Context: an optimization exercise on an open-source flow, tuned for small area, a short achievable clock period and few clock cycles per item. The choices shown serve that exercise and are no tape-out recipe.
No functional check of the RTL was part of this run.

<file path="flow/design.v">
`timescale 1ns/1ps
module RGB2YUV (start, clk, rst_n, inportR, inportG, inportB, done, outportY, outportU, outportV);
	input start, clk, rst_n;
	input [8:0] inportR, inportG, inportB;
	output done;
	output reg [8:0] outportY, outportU, outportV;
	wire [8:0] y, u, v;
	wire s1;
	wire c2;
	assign s1 = ~inportR[4] ^ inportR[2];
	assign c2 = ~inportR[4] & inportR[2];
	wire s3;
	wire c4;
	assign s3 = ~inportR[5] ^ inportR[3] ^ inportR[1];
	assign c4 = (~inportR[5] & inportR[3]) | (~inportR[5] & inportR[1]) | (inportR[3] & inportR[1]);
	wire k5;
	assign k5 = ~inportR[0] & 1'b1;
	wire k6;
	assign k6 = ~inportR[1] & k5;
	wire k7;
	assign k7 = (~inportR[2] & inportR[0]) | ((~inportR[2] | inportR[0]) & k6);
	wire k8;
	assign k8 = (~inportR[3] & inportR[1]) | ((~inportR[3] | inportR[1]) & k7);
	wire k9;
	assign k9 = (inportR[0] & s1) | ((inportR[0] | s1) & k8);
	wire k10;
	assign k10 = (s3 & c2) | ((s3 | c2) & k9);
	wire s11;
	wire c12;
	assign s11 = ~inportG[6] ^ ~inportG[4];
	assign c12 = ~inportG[6] & ~inportG[4];
	wire s13;
	wire c14;
	assign s13 = ~inportG[2] ^ ~inportG[0];
	assign c14 = ~inportG[2] & ~inportG[0];
	wire s15;
	wire c16;
	assign s15 = ~inportG[3] ^ ~inportG[1];
	assign c16 = ~inportG[3] & ~inportG[1];
	wire s17;
	wire c18;
	assign s17 = ~inportG[4] ^ ~inportG[2] ^ inportG[0];
	assign c18 = (~inportG[4] & ~inportG[2]) | (~inportG[4] & inportG[0]) | (~inportG[2] & inportG[0]);
	wire s19;
	wire c20;
	assign s19 = ~inportG[5] ^ ~inportG[3] ^ inportG[1];
	assign c20 = (~inportG[5] & ~inportG[3]) | (~inportG[5] & inportG[1]) | (~inportG[3] & inportG[1]);
	wire s21;
	wire c22;
	assign s21 = inportG[2] ^ inportG[0] ^ s11;
	assign c22 = (inportG[2] & inportG[0]) | (inportG[2] & s11) | (inportG[0] & s11);
	wire k23;
	assign k23 = ~inportG[0] & 1'b1;
	wire k24;
	assign k24 = ~inportG[1] & k23;
	wire k25;
	assign k25 = (1'b1 & s13) | ((1'b1 | s13) & k24);
	wire k26;
	assign k26 = (s15 & c14) | ((s15 | c14) & k25);
	wire k27;
	assign k27 = (s17 & c16) | ((s17 | c16) & k26);
	wire k28;
	assign k28 = (s19 & c18) | ((s19 | c18) & k27);
	wire k29;
	assign k29 = (s21 & c20) | ((s21 | c20) & k28);
	wire s30;
	wire c31;
	assign s30 = inportB[2] ^ ~inportB[0];
	assign c31 = inportB[2] & ~inportB[0];
	wire s32;
	wire c33;
	assign s32 = inportB[3] ^ ~inportB[1];
	assign c33 = inportB[3] & ~inportB[1];
	wire s34;
	wire c35;
	assign s34 = inportB[4] ^ ~inportB[2];
	assign c35 = inportB[4] & ~inportB[2];
	wire s36;
	wire c37;
	assign s36 = inportB[5] ^ ~inportB[3] ^ inportB[0];
	assign c37 = (inportB[5] & ~inportB[3]) | (inportB[5] & inportB[0]) | (~inportB[3] & inportB[0]);
	wire s38;
	wire c39;
	assign s38 = inportB[6] ^ ~inportB[4] ^ inportB[1];
	assign c39 = (inportB[6] & ~inportB[4]) | (inportB[6] & inportB[1]) | (~inportB[4] & inportB[1]);
	wire s40;
	wire c41;
	assign s40 = inportB[7] ^ ~inportB[5] ^ inportB[2];
	assign c41 = (inportB[7] & ~inportB[5]) | (inportB[7] & inportB[2]) | (~inportB[5] & inportB[2]);
	wire k42;
	assign k42 = 1'b1 & s30;
	wire k43;
	assign k43 = (s32 & c31) | ((s32 | c31) & k42);
	wire k44;
	assign k44 = (s34 & c33) | ((s34 | c33) & k43);
	wire k45;
	assign k45 = (s36 & c35) | ((s36 | c35) & k44);
	wire k46;
	assign k46 = (s38 & c37) | ((s38 | c37) & k45);
	wire k47;
	assign k47 = (s40 & c39) | ((s40 | c39) & k46);
	wire [8:0] sg48;
	function [8:0] f_sg48;
		input [2:0] s;
		case (s)
			3'd0: f_sg48 = 9'd494;
			3'd1: f_sg48 = 9'd418;
			3'd2: f_sg48 = 9'd344;
			3'd3: f_sg48 = 9'd268;
			3'd4: f_sg48 = 9'd465;
			3'd5: f_sg48 = 9'd389;
			3'd6: f_sg48 = 9'd315;
			3'd7: f_sg48 = 9'd239;
			default: f_sg48 = 9'd0;
		endcase
	endfunction
	assign sg48 = f_sg48({inportB[8], inportG[8], inportR[8]});
	wire s49;
	wire c50;
	assign s49 = ~inportR[6] ^ inportR[4] ^ inportR[2];
	assign c50 = (~inportR[6] & inportR[4]) | (~inportR[6] & inportR[2]) | (inportR[4] & inportR[2]);
	wire s51;
	wire c52;
	assign s51 = c4 ^ k10 ^ ~inportG[7];
	assign c52 = (c4 & k10) | (c4 & ~inportG[7]) | (k10 & ~inportG[7]);
	wire s53;
	wire c54;
	assign s53 = ~inportG[5] ^ inportG[3] ^ inportG[1];
	assign c54 = (~inportG[5] & inportG[3]) | (~inportG[5] & inportG[1]) | (inportG[3] & inportG[1]);
	wire s55;
	wire c56;
	assign s55 = c12 ^ c22 ^ k29;
	assign c56 = (c12 & c22) | (c12 & k29) | (c22 & k29);
	wire s57;
	wire c58;
	assign s57 = ~inportR[7] ^ inportR[5] ^ inportR[3];
	assign c58 = (~inportR[7] & inportR[5]) | (~inportR[7] & inportR[3]) | (inportR[5] & inportR[3]);
	wire s59;
	wire c60;
	assign s59 = ~inportG[6] ^ inportG[4] ^ inportG[2];
	assign c60 = (~inportG[6] & inportG[4]) | (~inportG[6] & inportG[2]) | (inportG[4] & inportG[2]);
	wire s61;
	wire c62;
	assign s61 = ~inportB[6] ^ inportB[3] ^ c41;
	assign c62 = (~inportB[6] & inportB[3]) | (~inportB[6] & c41) | (inportB[3] & c41);
	wire s63;
	wire c64;
	assign s63 = k47 ^ sg48[0];
	assign c64 = k47 & sg48[0];
	wire s65;
	wire c66;
	assign s65 = ~inportB[7] ^ inportB[4] ^ sg48[1];
	assign c66 = (~inportB[7] & inportB[4]) | (~inportB[7] & sg48[1]) | (inportB[4] & sg48[1]);
	wire s67;
	wire c68;
	assign s67 = c50 ^ c52 ^ s57;
	assign c68 = (c50 & c52) | (c50 & s57) | (c52 & s57);
	wire s69;
	wire c70;
	assign s69 = s59 ^ c54;
	assign c70 = s59 & c54;
	wire s71;
	wire c72;
	assign s71 = inportR[6] ^ inportR[4] ^ ~inportG[7];
	assign c72 = (inportR[6] & inportR[4]) | (inportR[6] & ~inportG[7]) | (inportR[4] & ~inportG[7]);
	wire s73;
	wire c74;
	assign s73 = inportG[5] ^ inportG[3] ^ inportB[5];
	assign c74 = (inportG[5] & inportG[3]) | (inportG[5] & inportB[5]) | (inportG[3] & inportB[5]);
	wire s75;
	wire c76;
	assign s75 = sg48[2] ^ c58 ^ c60;
	assign c76 = (sg48[2] & c58) | (sg48[2] & c60) | (c58 & c60);
	wire s77;
	wire c78;
	assign s77 = inportR[7] ^ inportR[5] ^ inportG[6];
	assign c78 = (inportR[7] & inportR[5]) | (inportR[7] & inportG[6]) | (inportR[5] & inportG[6]);
	wire s79;
	wire c80;
	assign s79 = inportG[4] ^ inportB[6];
	assign c80 = inportG[4] & inportB[6];
	wire s81;
	wire c82;
	assign s81 = inportR[6] ^ inportG[7];
	assign c82 = inportR[6] & inportG[7];
	wire s83;
	wire c84;
	assign s83 = s49 ^ s51 ^ s53;
	assign c84 = (s49 & s51) | (s49 & s53) | (s51 & s53);
	wire s85;
	wire c86;
	assign s85 = c56 ^ s65 ^ s67;
	assign c86 = (c56 & s65) | (c56 & s67) | (s65 & s67);
	wire s87;
	wire c88;
	assign s87 = s69 ^ c62;
	assign c88 = s69 & c62;
	wire s89;
	wire c90;
	assign s89 = s71 ^ s73 ^ s75;
	assign c90 = (s71 & s73) | (s71 & s75) | (s73 & s75);
	wire s91;
	wire c92;
	assign s91 = c66 ^ c68 ^ c70;
	assign c92 = (c66 & c68) | (c66 & c70) | (c68 & c70);
	wire s93;
	wire c94;
	assign s93 = sg48[3] ^ s77 ^ s79;
	assign c94 = (sg48[3] & s77) | (sg48[3] & s79) | (s77 & s79);
	wire s95;
	wire c96;
	assign s95 = c72 ^ c74 ^ c76;
	assign c96 = (c72 & c74) | (c72 & c76) | (c74 & c76);
	wire s97;
	wire c98;
	assign s97 = inportG[5] ^ inportB[7] ^ sg48[4];
	assign c98 = (inportG[5] & inportB[7]) | (inportG[5] & sg48[4]) | (inportB[7] & sg48[4]);
	wire s99;
	wire c100;
	assign s99 = s81 ^ c78 ^ c80;
	assign c100 = (s81 & c78) | (s81 & c80) | (c78 & c80);
	wire s101;
	wire c102;
	assign s101 = inportR[7] ^ inportG[6] ^ sg48[5];
	assign c102 = (inportR[7] & inportG[6]) | (inportR[7] & sg48[5]) | (inportG[6] & sg48[5]);
	wire s103;
	wire c104;
	assign s103 = s55 ^ s61;
	assign c104 = s55 & s61;
	wire s105;
	wire c106;
	assign s105 = c64 ^ s85 ^ s87;
	assign c106 = (c64 & s85) | (c64 & s87) | (s85 & s87);
	wire s107;
	wire c108;
	assign s107 = s89 ^ s91 ^ c86;
	assign c108 = (s89 & s91) | (s89 & c86) | (s91 & c86);
	wire s109;
	wire c110;
	assign s109 = s93 ^ s95 ^ c90;
	assign c110 = (s93 & s95) | (s93 & c90) | (s95 & c90);
	wire s111;
	wire c112;
	assign s111 = s97 ^ s99 ^ c94;
	assign c112 = (s97 & s99) | (s97 & c94) | (s99 & c94);
	wire s113;
	wire c114;
	assign s113 = c82 ^ s101 ^ c98;
	assign c114 = (c82 & s101) | (c82 & c98) | (s101 & c98);
	wire s115;
	wire c116;
	assign s115 = inportG[7] ^ sg48[6];
	assign c116 = inportG[7] & sg48[6];
	wire s117;
	wire c118;
	assign s117 = s63 ^ s83;
	assign c118 = s63 & s83;
	wire s119;
	wire c120;
	assign s119 = c84 ^ s105 ^ c104;
	assign c120 = (c84 & s105) | (c84 & c104) | (s105 & c104);
	wire s121;
	wire c122;
	assign s121 = c88 ^ s107 ^ c106;
	assign c122 = (c88 & s107) | (c88 & c106) | (s107 & c106);
	wire s123;
	wire c124;
	assign s123 = c92 ^ s109 ^ c108;
	assign c124 = (c92 & s109) | (c92 & c108) | (s109 & c108);
	wire s125;
	wire c126;
	assign s125 = c96 ^ s111 ^ c110;
	assign c126 = (c96 & s111) | (c96 & c110) | (s111 & c110);
	wire s127;
	wire c128;
	assign s127 = c100 ^ s113 ^ c112;
	assign c128 = (c100 & s113) | (c100 & c112) | (s113 & c112);
	wire s129;
	wire c130;
	assign s129 = c102 ^ s115 ^ c114;
	assign c130 = (c102 & s115) | (c102 & c114) | (s115 & c114);
	wire s131;
	wire c132;
	assign s131 = sg48[7] ^ c116;
	assign c132 = sg48[7] & c116;
	wire s133;
	wire c134;
	assign s133 = s103 ^ s117;
	assign c134 = s103 & s117;
	wire s135;
	wire c136;
	assign s135 = s119 ^ c118 ^ c134;
	assign c136 = (s119 & c118) | (s119 & c134) | (c118 & c134);
	wire s137;
	wire c138;
	assign s137 = s121 ^ c120 ^ c136;
	assign c138 = (s121 & c120) | (s121 & c136) | (c120 & c136);
	wire s139;
	wire c140;
	assign s139 = s123 ^ c122 ^ c138;
	assign c140 = (s123 & c122) | (s123 & c138) | (c122 & c138);
	wire s141;
	wire c142;
	assign s141 = s125 ^ c124 ^ c140;
	assign c142 = (s125 & c124) | (s125 & c140) | (c124 & c140);
	wire s143;
	wire c144;
	assign s143 = s127 ^ c126 ^ c142;
	assign c144 = (s127 & c126) | (s127 & c142) | (c126 & c142);
	wire s145;
	wire c146;
	assign s145 = s129 ^ c128 ^ c144;
	assign c146 = (s129 & c128) | (s129 & c144) | (c128 & c144);
	wire s147;
	wire c148;
	assign s147 = s131 ^ c130 ^ c146;
	assign c148 = (s131 & c130) | (s131 & c146) | (c130 & c146);
	wire s149;
	wire c150;
	assign s149 = sg48[8] ^ c132 ^ c148;
	assign c150 = (sg48[8] & c132) | (sg48[8] & c148) | (c132 & c148);
	assign y = {s149, s147, s145, s143, s141, s139, s137, s135, s133};
	wire s151;
	wire c152;
	assign s151 = inportR[6] ^ inportR[4];
	assign c152 = inportR[6] & inportR[4];
	wire s153;
	wire c154;
	assign s153 = inportR[7] ^ inportR[5];
	assign c154 = inportR[7] & inportR[5];
	wire s155;
	wire c156;
	assign s155 = inportR[2] ^ ~inportR[0];
	assign c156 = inportR[2] & ~inportR[0];
	wire s157;
	wire c158;
	assign s157 = inportR[3] ^ ~inportR[1] ^ s153;
	assign c158 = (inportR[3] & ~inportR[1]) | (inportR[3] & s153) | (~inportR[1] & s153);
	wire s159;
	wire c160;
	assign s159 = inportR[4] ^ inportR[2];
	assign c160 = inportR[4] & inportR[2];
	wire s161;
	wire c162;
	assign s161 = inportR[5] ^ inportR[3] ^ inportR[1];
	assign c162 = (inportR[5] & inportR[3]) | (inportR[5] & inportR[1]) | (inportR[3] & inportR[1]);
	wire s163;
	wire c164;
	assign s163 = 1'b1 ^ s151 ^ s155;
	assign c164 = (1'b1 & s151) | (1'b1 & s155) | (s151 & s155);
	wire s165;
	wire c166;
	assign s165 = c152 ^ s157 ^ c156;
	assign c166 = (c152 & s157) | (c152 & c156) | (s157 & c156);
	wire k167;
	assign k167 = inportR[2] & inportR[0];
	wire k168;
	assign k168 = (inportR[3] & inportR[1]) | ((inportR[3] | inportR[1]) & k167);
	wire k169;
	assign k169 = (inportR[0] & s159) | ((inportR[0] | s159) & k168);
	wire k170;
	assign k170 = (s161 & c160) | ((s161 | c160) & k169);
	wire k171;
	assign k171 = (s163 & c162) | ((s163 | c162) & k170);
	wire k172;
	assign k172 = (s165 & c164) | ((s165 | c164) & k171);
	wire s173;
	wire c174;
	assign s173 = ~inportG[4] ^ ~inportG[2];
	assign c174 = ~inportG[4] & ~inportG[2];
	wire s175;
	wire c176;
	assign s175 = ~inportG[5] ^ ~inportG[3];
	assign c176 = ~inportG[5] & ~inportG[3];
	wire s177;
	wire c178;
	assign s177 = ~inportG[2] ^ ~inportG[0];
	assign c178 = ~inportG[2] & ~inportG[0];
	wire s179;
	wire c180;
	assign s179 = ~inportG[3] ^ ~inportG[1];
	assign c180 = ~inportG[3] & ~inportG[1];
	wire s181;
	wire c182;
	assign s181 = ~inportG[0] ^ 1'b1 ^ s173;
	assign c182 = (~inportG[0] & 1'b1) | (~inportG[0] & s173) | (1'b1 & s173);
	wire s183;
	wire c184;
	assign s183 = ~inportG[1] ^ s175 ^ c174;
	assign c184 = (~inportG[1] & s175) | (~inportG[1] & c174) | (s175 & c174);
	wire k185;
	assign k185 = ~inportG[0] & 1'b1;
	wire k186;
	assign k186 = ~inportG[1] & k185;
	wire k187;
	assign k187 = (1'b1 & s177) | ((1'b1 | s177) & k186);
	wire k188;
	assign k188 = (s179 & c178) | ((s179 | c178) & k187);
	wire k189;
	assign k189 = (s181 & c180) | ((s181 | c180) & k188);
	wire k190;
	assign k190 = (s183 & c182) | ((s183 | c182) & k189);
	wire [8:0] sg191;
	function [8:0] f_sg191;
		input [2:0] s;
		case (s)
			3'd0: f_sg191 = 9'd492;
			3'd1: f_sg191 = 9'd364;
			3'd2: f_sg191 = 9'd23;
			3'd3: f_sg191 = 9'd407;
			3'd4: f_sg191 = 9'd64;
			3'd5: f_sg191 = 9'd448;
			3'd6: f_sg191 = 9'd107;
			3'd7: f_sg191 = 9'd491;
			default: f_sg191 = 9'd0;
		endcase
	endfunction
	assign sg191 = f_sg191({inportG[8], inportR[8], inportB[8]});
	wire s192;
	wire c193;
	assign s192 = inportB[1] ^ inportR[6] ^ inportR[4];
	assign c193 = (inportB[1] & inportR[6]) | (inportB[1] & inportR[4]) | (inportR[6] & inportR[4]);
	wire s194;
	wire c195;
	assign s194 = ~inportR[2] ^ c154 ^ c158;
	assign c195 = (~inportR[2] & c154) | (~inportR[2] & c158) | (c154 & c158);
	wire s196;
	wire c197;
	assign s196 = c166 ^ k172 ^ ~inportG[6];
	assign c197 = (c166 & k172) | (c166 & ~inportG[6]) | (k172 & ~inportG[6]);
	wire s198;
	wire c199;
	assign s198 = inportB[2] ^ inportR[7] ^ inportR[5];
	assign c199 = (inportB[2] & inportR[7]) | (inportB[2] & inportR[5]) | (inportR[7] & inportR[5]);
	wire s200;
	wire c201;
	assign s200 = ~inportG[4] ^ ~inportG[2] ^ c176;
	assign c201 = (~inportG[4] & ~inportG[2]) | (~inportG[4] & c176) | (~inportG[2] & c176);
	wire s202;
	wire c203;
	assign s202 = c184 ^ k190;
	assign c203 = c184 & k190;
	wire s204;
	wire c205;
	assign s204 = ~inportR[3] ^ ~inportG[7] ^ ~inportG[5];
	assign c205 = (~inportR[3] & ~inportG[7]) | (~inportR[3] & ~inportG[5]) | (~inportG[7] & ~inportG[5]);
	wire s206;
	wire c207;
	assign s206 = ~inportG[3] ^ sg191[1] ^ c193;
	assign c207 = (~inportG[3] & sg191[1]) | (~inportG[3] & c193) | (sg191[1] & c193);
	wire s208;
	wire c209;
	assign s208 = s198 ^ c195;
	assign c209 = s198 & c195;
	wire s210;
	wire c211;
	assign s210 = inportB[3] ^ inportR[6] ^ ~inportR[4];
	assign c211 = (inportB[3] & inportR[6]) | (inportB[3] & ~inportR[4]) | (inportR[6] & ~inportR[4]);
	wire s212;
	wire c213;
	assign s212 = ~inportG[6] ^ ~inportG[4] ^ sg191[2];
	assign c213 = (~inportG[6] & ~inportG[4]) | (~inportG[6] & sg191[2]) | (~inportG[4] & sg191[2]);
	wire s214;
	wire c215;
	assign s214 = inportB[4] ^ inportR[7] ^ ~inportR[5];
	assign c215 = (inportB[4] & inportR[7]) | (inportB[4] & ~inportR[5]) | (inportR[7] & ~inportR[5]);
	wire s216;
	wire c217;
	assign s216 = sg191[0] ^ s192 ^ s194;
	assign c217 = (sg191[0] & s192) | (sg191[0] & s194) | (s192 & s194);
	wire s218;
	wire c219;
	assign s218 = c197 ^ s204 ^ s206;
	assign c219 = (c197 & s204) | (c197 & s206) | (s204 & s206);
	wire s220;
	wire c221;
	assign s220 = s208 ^ c201;
	assign c221 = s208 & c201;
	wire s222;
	wire c223;
	assign s222 = c199 ^ s210 ^ s212;
	assign c223 = (c199 & s210) | (c199 & s212) | (s210 & s212);
	wire s224;
	wire c225;
	assign s224 = c205 ^ c207 ^ c209;
	assign c225 = (c205 & c207) | (c205 & c209) | (c207 & c209);
	wire s226;
	wire c227;
	assign s226 = ~inportG[7] ^ ~inportG[5] ^ sg191[3];
	assign c227 = (~inportG[7] & ~inportG[5]) | (~inportG[7] & sg191[3]) | (~inportG[5] & sg191[3]);
	wire s228;
	wire c229;
	assign s228 = s214 ^ c211 ^ c213;
	assign c229 = (s214 & c211) | (s214 & c213) | (c211 & c213);
	wire s230;
	wire c231;
	assign s230 = inportB[5] ^ ~inportR[6] ^ ~inportG[6];
	assign c231 = (inportB[5] & ~inportR[6]) | (inportB[5] & ~inportG[6]) | (~inportR[6] & ~inportG[6]);
	wire s232;
	wire c233;
	assign s232 = sg191[4] ^ c215;
	assign c233 = sg191[4] & c215;
	wire s234;
	wire c235;
	assign s234 = inportB[6] ^ ~inportR[7] ^ ~inportG[7];
	assign c235 = (inportB[6] & ~inportR[7]) | (inportB[6] & ~inportG[7]) | (~inportR[7] & ~inportG[7]);
	wire s236;
	wire c237;
	assign s236 = s196 ^ s200;
	assign c237 = s196 & s200;
	wire s238;
	wire c239;
	assign s238 = c203 ^ s218 ^ s220;
	assign c239 = (c203 & s218) | (c203 & s220) | (s218 & s220);
	wire s240;
	wire c241;
	assign s240 = s222 ^ s224 ^ c219;
	assign c241 = (s222 & s224) | (s222 & c219) | (s224 & c219);
	wire s242;
	wire c243;
	assign s242 = s226 ^ s228 ^ c223;
	assign c243 = (s226 & s228) | (s226 & c223) | (s228 & c223);
	wire s244;
	wire c245;
	assign s244 = s230 ^ s232 ^ c227;
	assign c245 = (s230 & s232) | (s230 & c227) | (s232 & c227);
	wire s246;
	wire c247;
	assign s246 = sg191[5] ^ s234 ^ c231;
	assign c247 = (sg191[5] & s234) | (sg191[5] & c231) | (s234 & c231);
	wire s248;
	wire c249;
	assign s248 = inportB[7] ^ sg191[6];
	assign c249 = inportB[7] & sg191[6];
	wire s250;
	wire c251;
	assign s250 = s202 ^ s216;
	assign c251 = s202 & s216;
	wire s252;
	wire c253;
	assign s252 = c217 ^ s238 ^ c237;
	assign c253 = (c217 & s238) | (c217 & c237) | (s238 & c237);
	wire s254;
	wire c255;
	assign s254 = c221 ^ s240 ^ c239;
	assign c255 = (c221 & s240) | (c221 & c239) | (s240 & c239);
	wire s256;
	wire c257;
	assign s256 = c225 ^ s242 ^ c241;
	assign c257 = (c225 & s242) | (c225 & c241) | (s242 & c241);
	wire s258;
	wire c259;
	assign s258 = c229 ^ s244 ^ c243;
	assign c259 = (c229 & s244) | (c229 & c243) | (s244 & c243);
	wire s260;
	wire c261;
	assign s260 = c233 ^ s246 ^ c245;
	assign c261 = (c233 & s246) | (c233 & c245) | (s246 & c245);
	wire s262;
	wire c263;
	assign s262 = c235 ^ s248 ^ c247;
	assign c263 = (c235 & s248) | (c235 & c247) | (s248 & c247);
	wire s264;
	wire c265;
	assign s264 = sg191[7] ^ c249;
	assign c265 = sg191[7] & c249;
	wire s266;
	wire c267;
	assign s266 = s236 ^ s250;
	assign c267 = s236 & s250;
	wire s268;
	wire c269;
	assign s268 = s252 ^ c251 ^ c267;
	assign c269 = (s252 & c251) | (s252 & c267) | (c251 & c267);
	wire s270;
	wire c271;
	assign s270 = s254 ^ c253 ^ c269;
	assign c271 = (s254 & c253) | (s254 & c269) | (c253 & c269);
	wire s272;
	wire c273;
	assign s272 = s256 ^ c255 ^ c271;
	assign c273 = (s256 & c255) | (s256 & c271) | (c255 & c271);
	wire s274;
	wire c275;
	assign s274 = s258 ^ c257 ^ c273;
	assign c275 = (s258 & c257) | (s258 & c273) | (c257 & c273);
	wire s276;
	wire c277;
	assign s276 = s260 ^ c259 ^ c275;
	assign c277 = (s260 & c259) | (s260 & c275) | (c259 & c275);
	wire s278;
	wire c279;
	assign s278 = s262 ^ c261 ^ c277;
	assign c279 = (s262 & c261) | (s262 & c277) | (c261 & c277);
	wire s280;
	wire c281;
	assign s280 = s264 ^ c263 ^ c279;
	assign c281 = (s264 & c263) | (s264 & c279) | (c263 & c279);
	wire s282;
	wire c283;
	assign s282 = sg191[8] ^ c265 ^ c281;
	assign c283 = (sg191[8] & c265) | (sg191[8] & c281) | (c265 & c281);
	assign u = {s282, s280, s278, s276, s274, s272, s270, s268, s266};
	wire s284;
	wire c285;
	assign s284 = inportG[7] ^ inportG[5];
	assign c285 = inportG[7] & inportG[5];
	wire s286;
	wire c287;
	assign s286 = inportG[3] ^ ~inportG[0];
	assign c287 = inportG[3] & ~inportG[0];
	wire s288;
	wire c289;
	assign s288 = inportG[4] ^ inportG[2];
	assign c289 = inportG[4] & inportG[2];
	wire s290;
	wire c291;
	assign s290 = inportG[5] ^ inportG[3] ^ inportG[1];
	assign c291 = (inportG[5] & inportG[3]) | (inportG[5] & inportG[1]) | (inportG[3] & inportG[1]);
	wire s292;
	wire c293;
	assign s292 = inportG[6] ^ inportG[4] ^ inportG[2];
	assign c293 = (inportG[6] & inportG[4]) | (inportG[6] & inportG[2]) | (inportG[4] & inportG[2]);
	wire s294;
	wire c295;
	assign s294 = 1'b1 ^ s284 ^ s286;
	assign c295 = (1'b1 & s284) | (1'b1 & s286) | (s284 & s286);
	wire k296;
	assign k296 = inportG[2] & inportG[0];
	wire k297;
	assign k297 = (inportG[3] & inportG[1]) | ((inportG[3] | inportG[1]) & k296);
	wire k298;
	assign k298 = (inportG[0] & s288) | ((inportG[0] | s288) & k297);
	wire k299;
	assign k299 = (s290 & c289) | ((s290 | c289) & k298);
	wire k300;
	assign k300 = (s292 & c291) | ((s292 | c291) & k299);
	wire k301;
	assign k301 = (s294 & c293) | ((s294 | c293) & k300);
	wire s302;
	wire c303;
	assign s302 = ~inportB[2] ^ ~inportB[0];
	assign c303 = ~inportB[2] & ~inportB[0];
	wire s304;
	wire c305;
	assign s304 = ~inportB[3] ^ ~inportB[1];
	assign c305 = ~inportB[3] & ~inportB[1];
	wire s306;
	wire c307;
	assign s306 = ~inportB[4] ^ ~inportB[2];
	assign c307 = ~inportB[4] & ~inportB[2];
	wire s308;
	wire c309;
	assign s308 = ~inportB[5] ^ ~inportB[3];
	assign c309 = ~inportB[5] & ~inportB[3];
	wire k310;
	assign k310 = ~inportB[0] & 1'b1;
	wire k311;
	assign k311 = ~inportB[1] & k310;
	wire k312;
	assign k312 = (1'b1 & s302) | ((1'b1 | s302) & k311);
	wire k313;
	assign k313 = (s304 & c303) | ((s304 | c303) & k312);
	wire k314;
	assign k314 = (s306 & c305) | ((s306 | c305) & k313);
	wire k315;
	assign k315 = (s308 & c307) | ((s308 | c307) & k314);
	wire [8:0] sg316;
	function [8:0] f_sg316;
		input [2:0] s;
		case (s)
			3'd0: f_sg316 = 9'd492;
			3'd1: f_sg316 = 9'd364;
			3'd2: f_sg316 = 9'd87;
			3'd3: f_sg316 = 9'd471;
			3'd4: f_sg316 = 9'd0;
			3'd5: f_sg316 = 9'd384;
			3'd6: f_sg316 = 9'd107;
			3'd7: f_sg316 = 9'd491;
			default: f_sg316 = 9'd0;
		endcase
	endfunction
	assign sg316 = f_sg316({inportB[8], inportG[8], inportR[8]});
	wire s317;
	wire c318;
	assign s317 = inportR[1] ^ inportG[6] ^ inportG[4];
	assign c318 = (inportR[1] & inportG[6]) | (inportR[1] & inportG[4]) | (inportG[6] & inportG[4]);
	wire s319;
	wire c320;
	assign s319 = ~inportG[1] ^ c285 ^ c287;
	assign c320 = (~inportG[1] & c285) | (~inportG[1] & c287) | (c285 & c287);
	wire s321;
	wire c322;
	assign s321 = c295 ^ k301 ^ ~inportB[6];
	assign c322 = (c295 & k301) | (c295 & ~inportB[6]) | (k301 & ~inportB[6]);
	wire s323;
	wire c324;
	assign s323 = ~inportB[4] ^ c309;
	assign c324 = ~inportB[4] & c309;
	wire s325;
	wire c326;
	assign s325 = inportR[2] ^ inportG[7] ^ inportG[5];
	assign c326 = (inportR[2] & inportG[7]) | (inportR[2] & inportG[5]) | (inportG[7] & inportG[5]);
	wire s327;
	wire c328;
	assign s327 = ~inportG[2] ^ ~inportB[7] ^ ~inportB[5];
	assign c328 = (~inportG[2] & ~inportB[7]) | (~inportG[2] & ~inportB[5]) | (~inportB[7] & ~inportB[5]);
	wire s329;
	wire c330;
	assign s329 = sg316[1] ^ c318;
	assign c330 = sg316[1] & c318;
	wire s331;
	wire c332;
	assign s331 = inportR[3] ^ inportG[6] ^ ~inportG[3];
	assign c332 = (inportR[3] & inportG[6]) | (inportR[3] & ~inportG[3]) | (inportG[6] & ~inportG[3]);
	wire s333;
	wire c334;
	assign s333 = k315 ^ sg316[0] ^ s317;
	assign c334 = (k315 & sg316[0]) | (k315 & s317) | (sg316[0] & s317);
	wire s335;
	wire c336;
	assign s335 = c320 ^ s325 ^ s327;
	assign c336 = (c320 & s325) | (c320 & s327) | (s325 & s327);
	wire s337;
	wire c338;
	assign s337 = s329 ^ c322;
	assign c338 = s329 & c322;
	wire s339;
	wire c340;
	assign s339 = ~inportB[6] ^ sg316[2] ^ s331;
	assign c340 = (~inportB[6] & sg316[2]) | (~inportB[6] & s331) | (sg316[2] & s331);
	wire s341;
	wire c342;
	assign s341 = c326 ^ c328 ^ c330;
	assign c342 = (c326 & c328) | (c326 & c330) | (c328 & c330);
	wire s343;
	wire c344;
	assign s343 = inportR[4] ^ inportG[7] ^ ~inportG[4];
	assign c344 = (inportR[4] & inportG[7]) | (inportR[4] & ~inportG[4]) | (inportG[7] & ~inportG[4]);
	wire s345;
	wire c346;
	assign s345 = ~inportB[7] ^ sg316[3] ^ c332;
	assign c346 = (~inportB[7] & sg316[3]) | (~inportB[7] & c332) | (sg316[3] & c332);
	wire s347;
	wire c348;
	assign s347 = inportR[5] ^ ~inportG[5];
	assign c348 = inportR[5] & ~inportG[5];
	wire s349;
	wire c350;
	assign s349 = s319 ^ s321;
	assign c350 = s319 & s321;
	wire s351;
	wire c352;
	assign s351 = c324 ^ s335 ^ s337;
	assign c352 = (c324 & s335) | (c324 & s337) | (s335 & s337);
	wire s353;
	wire c354;
	assign s353 = s339 ^ s341 ^ c336;
	assign c354 = (s339 & s341) | (s339 & c336) | (s341 & c336);
	wire s355;
	wire c356;
	assign s355 = s343 ^ s345 ^ c340;
	assign c356 = (s343 & s345) | (s343 & c340) | (s345 & c340);
	wire s357;
	wire c358;
	assign s357 = sg316[4] ^ s347 ^ c344;
	assign c358 = (sg316[4] & s347) | (sg316[4] & c344) | (s347 & c344);
	wire s359;
	wire c360;
	assign s359 = inportR[6] ^ ~inportG[6] ^ sg316[5];
	assign c360 = (inportR[6] & ~inportG[6]) | (inportR[6] & sg316[5]) | (~inportG[6] & sg316[5]);
	wire s361;
	wire c362;
	assign s361 = inportR[7] ^ ~inportG[7];
	assign c362 = inportR[7] & ~inportG[7];
	wire s363;
	wire c364;
	assign s363 = s323 ^ s333;
	assign c364 = s323 & s333;
	wire s365;
	wire c366;
	assign s365 = c334 ^ s351 ^ c350;
	assign c366 = (c334 & s351) | (c334 & c350) | (s351 & c350);
	wire s367;
	wire c368;
	assign s367 = c338 ^ s353 ^ c352;
	assign c368 = (c338 & s353) | (c338 & c352) | (s353 & c352);
	wire s369;
	wire c370;
	assign s369 = c342 ^ s355 ^ c354;
	assign c370 = (c342 & s355) | (c342 & c354) | (s355 & c354);
	wire s371;
	wire c372;
	assign s371 = c346 ^ s357 ^ c356;
	assign c372 = (c346 & s357) | (c346 & c356) | (s357 & c356);
	wire s373;
	wire c374;
	assign s373 = c348 ^ s359 ^ c358;
	assign c374 = (c348 & s359) | (c348 & c358) | (s359 & c358);
	wire s375;
	wire c376;
	assign s375 = sg316[6] ^ s361 ^ c360;
	assign c376 = (sg316[6] & s361) | (sg316[6] & c360) | (s361 & c360);
	wire s377;
	wire c378;
	assign s377 = sg316[7] ^ c362;
	assign c378 = sg316[7] & c362;
	wire s379;
	wire c380;
	assign s379 = s349 ^ s363;
	assign c380 = s349 & s363;
	wire s381;
	wire c382;
	assign s381 = s365 ^ c364 ^ c380;
	assign c382 = (s365 & c364) | (s365 & c380) | (c364 & c380);
	wire s383;
	wire c384;
	assign s383 = s367 ^ c366 ^ c382;
	assign c384 = (s367 & c366) | (s367 & c382) | (c366 & c382);
	wire s385;
	wire c386;
	assign s385 = s369 ^ c368 ^ c384;
	assign c386 = (s369 & c368) | (s369 & c384) | (c368 & c384);
	wire s387;
	wire c388;
	assign s387 = s371 ^ c370 ^ c386;
	assign c388 = (s371 & c370) | (s371 & c386) | (c370 & c386);
	wire s389;
	wire c390;
	assign s389 = s373 ^ c372 ^ c388;
	assign c390 = (s373 & c372) | (s373 & c388) | (c372 & c388);
	wire s391;
	wire c392;
	assign s391 = s375 ^ c374 ^ c390;
	assign c392 = (s375 & c374) | (s375 & c390) | (c374 & c390);
	wire s393;
	wire c394;
	assign s393 = s377 ^ c376 ^ c392;
	assign c394 = (s377 & c376) | (s377 & c392) | (c376 & c392);
	wire s395;
	wire c396;
	assign s395 = sg316[8] ^ c378 ^ c394;
	assign c396 = (sg316[8] & c378) | (sg316[8] & c394) | (c378 & c394);
	assign v = {s395, s393, s391, s389, s387, s385, s383, s381, s379};
	assign done = start;
	always @(posedge clk or negedge rst_n) begin
		if (!rst_n) begin
			outportY <= 9'd0;
			outportU <= 9'd0;
			outportV <= 9'd0;
		end else if (start) begin
			outportY <= y;
			outportU <= u;
			outportV <= v;
		end
	end
endmodule
</file>
<file path="flow/run.sh">
#!/bin/bash
# synth_recipe.tcl (not shown) runs the flow's synth.tcl, then flattens the netlist and writes it again
# the make line also repeats each setting of config.mk as NAME=value (left out here)
make -C /OpenROAD-flow-scripts/flow DESIGN_CONFIG=/design/flow/config.mk WORK_HOME=/design/flow/orfs CLKGATE_MAP_FILE= SYNTH_SCRIPT=/design/flow/synth_recipe.tcl finish
</file>
<file path="flow/config.mk">
export PLATFORM = sky130hd
export DESIGN_NAME = RGB2YUV
export DESIGN_NICKNAME = RGB2YUV
export VERILOG_FILES = /design/flow/design.v
export SDC_FILE = /design/flow/constraint.sdc
export NUM_CORES = 4
export LEC_CHECK = 0
export CAP_MARGIN = 20
export CORE_MARGIN = 2
export CORE_UTILIZATION = 40
export SLEW_MARGIN = 20
</file>
<file path="flow/constraint.sdc">
create_clock -name core_clock -period 10.0 [get_ports {clk}]
set_input_delay 2.0000 -clock core_clock [delete_from_list [all_inputs] [get_ports {clk}]]
set_output_delay 2.0000 -clock core_clock [all_outputs]
set_load 0.01 [all_outputs]
</file>
==> metrics.cfg <==
[grt]
grt_max_degree=31
antenna_found_initial=0
grt_usage_pct=17.8
grt-ovfl-total=0
grt_pass1_wl_mm=19.5
grt_pass1_vias=3869

[pwr]
power_leakage_nw=3.12
p_sw_w=0.000585
intPower_w=0.000752
power_w=0.00134
ir_drop_mv=0.147
combinationalPowerShare_pct=77.8
p_clk_share_pct=7.1
power.share.switching_pct=43.8
seqPwrFrac_pct=15.2
powerDensity_mw_per_mm2=214

[sta]
worstMarginPinSlew_ns=0.590
clock.fmax_mhz=109
timing.final.crit_share_pct=91.6
finClkSkew_ns=0
setup_tns_ns=0
setup_viol=0
relSlewSlack_pct=60.6
whs_ns=0.486
fin_crit_ns=9.16
rsz0062_at_grt=false
slew_violations=0
finalHoldViolations=0

[clocking]
clk_latency_ns=0.26
post-cts-setup-buffers=0
path_clk_slew_ns=0.07
clock-root-buffer=clkbuf_16
htreeDepth=1
cts_hold_buf=0
cts_sinks=27
cts_buffers=3
cts_tree=done
clock_path_buffers=2
cts-resized-gates=0

[run]
cap_violations=0

[worst_setup_path]
worst-r2r-setup-slack_ns=9.19
crit_arrival_ns=9.32
worst_r2r_path_depth=1
cp-end-kind=flip-flop
crit_type=in2reg
crit_required_ns=10.15
cp-start-kind=primary input
startpoint=inportR[5]
worst_r2r_endpoint=outportV[7]$_DFFE_PN0P_
reg2reg_from=outportV[7]$_DFFE_PN0P_
cp-endpoint=outportU[8]$_DFFE_PN0P_
crit_fanout=3

[final_layout]
layout.nets=767
drive_gt1_share_pct=4.96
diodes=0
fin_cells=720
area_growth_syn_to_layout_pct=17.7
regArea_sq_um=676
fill_cells=1214
multi_input_area_sq_mm=0.00404
final_util_pct=47.8

[floorplan]
dieArea_sq_mm=0.0142
io_pins=58
die_w_um=119
coreArea_sq_mm=0.0131
core.rowCount=42
initial_core_util_pct=40.6
die_h_um=119

[synth]
ys_types=39
synthSimpleGateAreaFrac_pct=2.64
ys.flop_type=dfrtp_1
syn_area_per_cell_sq_um=11.2
synth-xor-area-share_pct=0.990
synth_fa_ha_area_share_pct=62.5
yosys_warnings=1
synth_top_family_by_area=adder cells
netlist_area_sq_mm=0.00531
syn_nets=697
synth_edf_count=0
yosysSeqAreaShare_pct=12.7
syn_inst=475
async_reset_ff_share_pct=100
muxShareOfSynthArea_pct=5.56
synth_compound_area_share_pct=4.38
ys_ff_latch=27

[min_path]
hp-class=reg2reg
min_path_cells=1

[detailed_routing]
dr.pass1.iters=4
routed_wl_mm=11.4
vias=3359
drt_iter0_drc=114
drc_errors=0
wl_per_cell_um=15.9
drtAntennaViolNets=0
viasPerCell=4.67

[place]
numPlacedInstances=716
post-dp-hpwl_mm=10.2
gp_congestion=0.954
io_buffers=57

[run_status]
outcome=complete, no violations

[layout by cell type (no fill, tap or decap), types with 3 or more instances in the layout]
master / netlist / final
fa_1: 119 / 119
xnor2_1: 4 / 4
ha_1: 73 / 73
clkbuf_16: 0 / 3
a21oi_1: 11 / 11
o21ai_0: 4 / 4
inv_1: 146 / 146
buf_4: 1 / 13
nand2_1: 10 / 10
nor2_1: 11 / 11
inv_2: 3 / 3
mux2i_1: 7 / 7
dfrtp_1: 27 / 27
o22ai_1: 4 / 4
clkdlybuf4s50_1: 0 / 57
o21ai_1: 3 / 3
mux2_1: 18 / 18
[critical path, stage by stage]
cell and delay (ns):
clkdlybuf4s50_1 0.48, inv_1 0.11, ha_1 0.33, fa_1 0.46
fa_1 0.55, a21boi_0 0.19, o22ai_1 0.11, a31oi_1 0.15
nand2_1 0.08, fa_1 0.36, inv_1 0.09, fa_1 0.39
inv_1 0.09, fa_1 0.45, fa_1 0.46, inv_1 0.09
fa_1 0.18, fa_1 0.16, inv_1 0.05, fa_1 0.43
fa_1 0.39, fa_1 0.39, fa_1 0.39, fa_1 0.39
xnor2_1 0.18, xnor2_1 0.09, mux2_2 0.26
[cells by family after synthesis]
family,Yosys count
xor gates and xnor gates,6
adders and majority gates,194
DFF,27
AOI/OAI and AO/OA,36
buffers and inverters,155
muxes,27
and+or+nand+nor,30
[power groups by stage]
| stage | logic (W) | registers [W] | clock network (W) |
|---|---|---|---|
| floorplan | 0.000657 | 0.000231 | 0 |
| global placement | 0.00105 | 0.000205 | 0 |
| detailed placement | 0.00107 | 0.000206 | 0 |
| CTS | 0.00108 | 0.000204 | 0.0000983 |
| global route | 0.00122 | 0.000211 | 0.000101 |
| finish | 0.00104 | 0.000203 | 0.0000948 |
[registers in the layout (all words and copies together), names as in the netlist]
signal	count
outportU	9
outportV	9
outportY	9
[cell usage after synthesis, types with 2 or more instances]
library cell | instances | area, sq um
mux2_2 | 2 | 22.5
ha_1 | 73 | 913
o21ai_1 | 3 | 15.0
xor2_1 | 2 | 17.5
nor2b_1 | 2 | 12.5
inv_2 | 3 | 11.3
nand3_1 | 2 | 10.0
mux2_1 | 18 | 203
inv_1 | 146 | 548
a21o_1 | 2 | 15.0
dfrtp_1 | 27 | 676
a21oi_1 | 11 | 55.1
o22ai_1 | 4 | 25.0
buf_2 | 4 | 20.0
xnor2_1 | 4 | 35.0
a22oi_1 | 2 | 15.0
nor3_1 | 2 | 10.0
nand2_1 | 10 | 37.5
mux2i_1 | 7 | 70.1
o21ai_0 | 4 | 20.0
nor2_1 | 11 | 41.3
fa_1 | 119 | 2380
[per-stage QoR]
step           setup slack (ns)  area, sq um
2_1_floorplan              1.36         5310
3_3_place_gp              0.649         6170
3_5_place_dp              0.509         6170
4_1_cts                   0.802         6250
5_1_grt                   0.422         6250
6_report                  0.836         6250
[layer usage]
metal	global-route usage, %	share of wire (%)	vias to the layer above
met2	33.4	54	80
met4	3.65	2.0	0
met3	1.82	2.9	17
met1	22.3	41	1711
met5	0	0	-
li1	-	-	1551
[layout make-up]
type / instances / share of cell area, %
tap: 176 / 3.52
timing repair buffer: 70 / 10.7
sequential: 27 / 10.8
inverter: 150 / 9.09
clock inverter: 1 / 0.0801
multi-input combinational: 293 / 64.6
clock buffer: 3 / 1.20
[worst min-delay path by stage]
stage / start / endpoint / slack, ns
final: outportV[0]$_DFFE_PN0P_ / outportV[0]$_DFFE_PN0P_ / 0.49
after global routing: outportV[0]$_DFFE_PN0P_ / outportV[0]$_DFFE_PN0P_ / 0.50
after CTS: outportV[0]$_DFFE_PN0P_ / outportV[0]$_DFFE_PN0P_ / 0.49
after detailed placement: outportU[5]$_DFFE_PN0P_ / outportU[5]$_DFFE_PN0P_ / 0.47
after global placement: outportU[6]$_DFFE_PN0P_ / outportU[6]$_DFFE_PN0P_ / 0.47
after floorplan: outportU[0]$_DFFE_PN0P_ / outportU[0]$_DFFE_PN0P_ / 0.53

[static timing again, ports no longer ideal]
Ports are ideal in the flow. The routed layout listed here was re-timed in OpenROAD.
Step 1 assumes that a clkbuf_16 drives the clock port and a buf_2 every other input.
Step 2 adds t to the input delays and takes it off the output delays; t is the mean of the earliest and latest rising clock arrival at the registers after step 1. Input paths then give back, and output paths get back, about the clock's delay inside the block.
a / b / c = ideal ports / drivers / drivers and shift; a / b = the first two.
t, ns: 0.297
slack for setup (ns): 0.836 / 0.849 / 0.551
hold WS [ns]: 0.486 / 0.486 / 0.486
After both steps setup and hold are still met in this run. For this run, drivers alone change the setup slack by +0.013 ns; drivers and shift together by -0.285 ns.
